What follows belongs to an exercise in optimizing a design on an open flow for small area and a short achievable clock period; a production flow would make more cautious choices.
RTL that was checked went through simulation tests only; none was proved equivalent to the original.
Power and IR drop assume default switching activity.

// MIPS
module MIPS(
	input cclk,
	input reset,
	input [31:0] imem_data,
	output [31:0] imem_addr,
	output [31:0] result
    );
==> flow/config.mk <==
export PLATFORM = sky130hd
export DESIGN_NAME = MIPS
export DESIGN_NICKNAME = MIPS
export VERILOG_FILES = /design/flow/design.v
export SDC_FILE = /design/flow/constraint.sdc
export NUM_CORES = 8
export LEC_CHECK = 0
export CAP_MARGIN = 20
export CELL_PAD_IN_SITES_DETAIL_PLACEMENT = 1
export CORE_MARGIN = 2
export CORE_UTILIZATION = 40
export CTS_CLUSTER_DIAMETER = 80
export CTS_CLUSTER_SIZE = 30
export PLACE_DENSITY = 0.55
export SLEW_MARGIN = 20
==> flow/constraint.sdc <==
create_clock -name core_clock -period 12.0 [get_ports {cclk}]
set_input_delay 2.4000 -clock core_clock [delete_from_list [all_inputs] [get_ports {cclk}]]
set_output_delay 2.4000 -clock core_clock [all_outputs]
set_load 0.01 [all_outputs]
standard.sh (not shown) runs the stock make flow with config.mk's settings and CLKGATE_MAP_FILE= SYNTH_SCRIPT=/design/flow/synth_recipe.tcl, a recipe that flattens the netlist after the stock synthesis.
==> flow/flow/run.sh <==
#!/bin/bash
# Own flow: the standard layout (standard.sh, with its unchanged synthesis),
# with two changes to how the layout is made:
#  - the resizer's setup repair aims at a slack margin below the clock period,
#    so that it works on paths well inside the period instead of stopping at it;
#  - the port buffers are plain buffers (buf_4) rather than the delay cell
#    buffer_ports picks by default.
# Each step's full output is in synth.log / layout.log here and in ORFS's own
# per-step logs under orfs/logs.
set -euo pipefail
MARGIN=8
bash standard.sh synth > synth.log 2>&1
bash standard.sh SETUP_SLACK_MARGIN=$MARGIN "BUFFER_PORTS_ARGS=-buffer_cell sky130_fd_sc_hd__buf_4" finish > layout.log 2>&1
Rerun with:
--- a/flow/design.v
+++ b/flow/design.v
@@ -31,56 +31,59 @@
 	wire [4:0]  rd  = ifid_inst[15:11];
 	wire [15:0] imm = ifid_inst[15:0];
 	wire [31:0] sext = {{16{imm[15]}}, imm};
 	wire if_flush = d_beq | d_jal;
 	wire hz       = lu_q | if_flush;
 	wire [31:0] opA  = ({32{a_ex}} & res_q) | ({32{a_mem}} & mem_wd) | ({32{a_rf}} & preA);
 	wire [31:0] opB  = ({32{b_ex}} & res_q) | ({32{b_mem}} & mem_wd) | ({32{b_rf}} & preB) |
 	                   ({32{b_imm}} & sext);
 	wire [31:0] opS  = ({32{s_ex}} & res_q) | ({32{s_mem}} & mem_wd) | ({32{s_rf}} & preB);
 	wire [31:0] sum  = opA + opB;
 	wire [32:0] dif  = {1'b0, opA} - {1'b0, opB};
 	wire        ltu  = dif[32];
+	wire [4:0]  alu5  = ({5{k_add}} & sum[4:0]) |
+	                    ({5{k_sub}} & dif[4:0]) |
+	                    ({5{k_slt}} & {4'd0, ltu}) |
+	                    ({5{k_or }} & (opA[4:0] | opB[4:0])) |
+	                    ({5{k_and}} & (opA[4:0] & opB[4:0]));
 	wire        live  = ~hz & ~reset;
 	wire [31:0] res_n = ({32{k_add & live}} & sum) |
 	                    ({32{k_sub & live}} & dif[31:0]) |
 	                    ({32{k_slt & live}} & {31'd0, ltu}) |
 	                    ({32{k_or  & live}} & (opA | opB)) |
 	                    ({32{k_and & live}} & (opA & opB));
 	wire [31:0] r31    = pre31;
 	wire        same   = (preA == preB);
 	wire [31:0] pc4    = pc + 32'd4;
 	wire [31:0] beq_pc = ifid_pc4 + {sext[29:0], 2'b00};
 	wire [31:0] jal_pc = {2'b00, ifid_pc4[31:28], ifid_inst[23:0], 2'b00};
 	wire [31:0] pc_nx  = d_jal ? jal_pc :
 	                     d_jr  ? r31 :
 	                     (d_beq & same) ? beq_pc : pc4;
 	wire        ex_rw_n  = ~hz & (d_R | d_lw | d_jr);
 	wire [4:0]  ex_dst_n = (~hz & d_R) ? rd : rt;
-	reg  [31:0] dsel;
-	function [31:0] dm_read(input [31:0] sel, input [1023:0] w);
-		reg [31:0] r;
+	reg  [4:0]  maddr;
+	function [31:0] dm_read(input [4:0] a, input [1023:0] w);
+		reg [31:0] dec, r;
 		integer i;
 		begin
+			dec = 32'd1 << a;
 			r = 32'd0;
 			for (i = 0; i < 32; i = i + 1)
-				r = r | ({32{sel[i]}} & w[32*i +: 32]);
+				r = r | ({32{dec[i]}} & w[32*i +: 32]);
 			dm_read = r;
 		end
 	endfunction
-	wire [31:0] mrd    = dm_read(dsel, dm_all);
-	wire        w_jal  = ex_jal & ~reset;
-	wire        w_m2r  = ex_m2r & ~ex_jal & ~reset;
-	wire        w_alu  = ~ex_m2r & ~ex_jal & ~reset;
-	wire [31:0] wd_n   = ({32{w_jal}} & ex_sdata) | ({32{w_m2r}} & mrd) | ({32{w_alu}} & res_q);
+	wire [31:0] mrd    = dm_read(maddr, dm_all);
+	wire [31:0] wd_n   = ex_jal ? ex_sdata : ex_m2r ? mrd : res_q;
 	wire [4:0]  mdst_n = ex_jal ? 5'd31 : ex_dst;
 	wire [31:0] wen    = {32{mem_rw}} & (32'd1 << mdst_n);
 	wire        go     = ~hz;                     
 	wire        keep   = lu_q & ~if_flush;        
 	wire [31:0] inst_n = if_flush ? 32'd0 : lu_q ? ifid_inst : imem_data;
 	wire [4:0]  irs    = imem_data[25:21];
 	wire [4:0]  irt    = imem_data[20:16];
 	wire [5:0]  iop    = imem_data[31:26];
 	wire [5:0]  ifn    = imem_data[5:0];
 	function [31:0] rf_init(input [4:0] a);
 		case (a)
 			5'd2: rf_init = 32'd8;
@@ -209,33 +212,33 @@
 			ex_mw  <= 1'b0;
 			ex_jal <= 1'b0;
 		end else begin
 			ex_rw  <= ex_rw_n;
 			ex_m2r <= ~hz & (d_lw | d_jr);
 			ex_mr  <= ~hz & d_lw;
 			ex_mw  <= ~hz & d_sw;
 			ex_jal <= d_jal;
 		end
 	end
 	always @(posedge cclk) begin
 		ex_sdata <= d_jal ? ifid_pc4 : opS;
-		dsel     <= 32'd1 << sum[4:0];
+		maddr    <= alu5;
 		ex_dst   <= ex_dst_n;
 		ex_rt    <= rt;
 	end
 	genvar g;
 	generate
 		for (g = 0; g < 32; g = g + 1) begin : DM
 			reg [31:0] w;
-			wire        de = reset | (ex_mw & dsel[g]);
+			wire        de = reset | (ex_mw & (maddr == g));
 			wire [31:0] dd = reset ? ((g == 12) ? 32'd30 : 32'd0) : ex_sdata;
 			always @(posedge cclk) begin
 				if (de) w <= dd;
 			end
 			assign dm_all[32*g +: 32] = w;
 		end
 	endgenerate
 	always @(posedge cclk) begin
 		mem_wd  <= wd_n;
 		mem_dst <= mdst_n;
 	end
 	always @(posedge cclk or posedge reset) begin
@@ -243,22 +246,22 @@
 			mem_rw <= 1'b0;
 		end else begin
 			mem_rw <= ex_rw;
 		end
 	end
 	always @(posedge cclk) begin
 		pre31 <= rf_all[32*31 +: 32];
 	end
 	generate
 		for (g = 0; g < 32; g = g + 1) begin : RF
 			reg [31:0] w;
 			wire        de = reset | wen[g];
-			wire [31:0] dd = wd_n | ({32{reset}} & rf_init(g));
+			wire [31:0] dd = reset ? rf_init(g) : wd_n;
 			always @(posedge cclk) begin
 				if (de) w <= dd;
 			end
 			assign rf_all[32*g +: 32] = w;
 		end
 	endgenerate
 	assign imem_addr = pc;
 	assign result    = res_q;
 endmodule
=> Worst setup slack improves by 160 ps; synthesized cell count is lower by 0.88%; via count is higher by 2.0%; core utilization is higher by 0.53 points; clock skew is lower by 4.8 ps; routed wire length is higher by 4.1%; total power is lower by 2.0%; global-route usage is higher by 1.7 points; first-iteration DRC count is higher by 1.3%; clock-buffer cell count is higher by 6; critical path depth is lower by 9.
Function not checked in the first run of this note: the RTL went through the layout flow alone.

==> separate check: timing with driven ports <==
The results above use ideal ports. As a check the final layouts listed here were re-extracted and re-timed, cells and wires unchanged. Step 1, drivers: a clkbuf_16 drives cclk and a buf_2 each remaining input, both assumed. Step 2 also shifts input and output timing later by t, the mid clock arrival at the registers, as if the neighbouring blocks saw the same clock. a / b / c = ideal ports / drivers / drivers and shift; a / b = the first two.
run | t, ns | setup WS [ns] | latest minus earliest clock arrival (ns) | slew at the worst register clock pin (ns) | cell pins on the clock port's net
the first run | 0.934 | 7.725 / 7.725 / 6.835 | 0.064 / 0.064 | 0.12 / 0.12 | 1
the second run | 0.959 | 7.884 / 7.885 / 7.008 | 0.055 / 0.056 | 0.12 / 0.12 | 1
After both steps setup and hold are still met in every run listed. The setup slack of the first run, which loses most, moves by 0.000 ns with the drivers and by -0.890 ns with both steps.
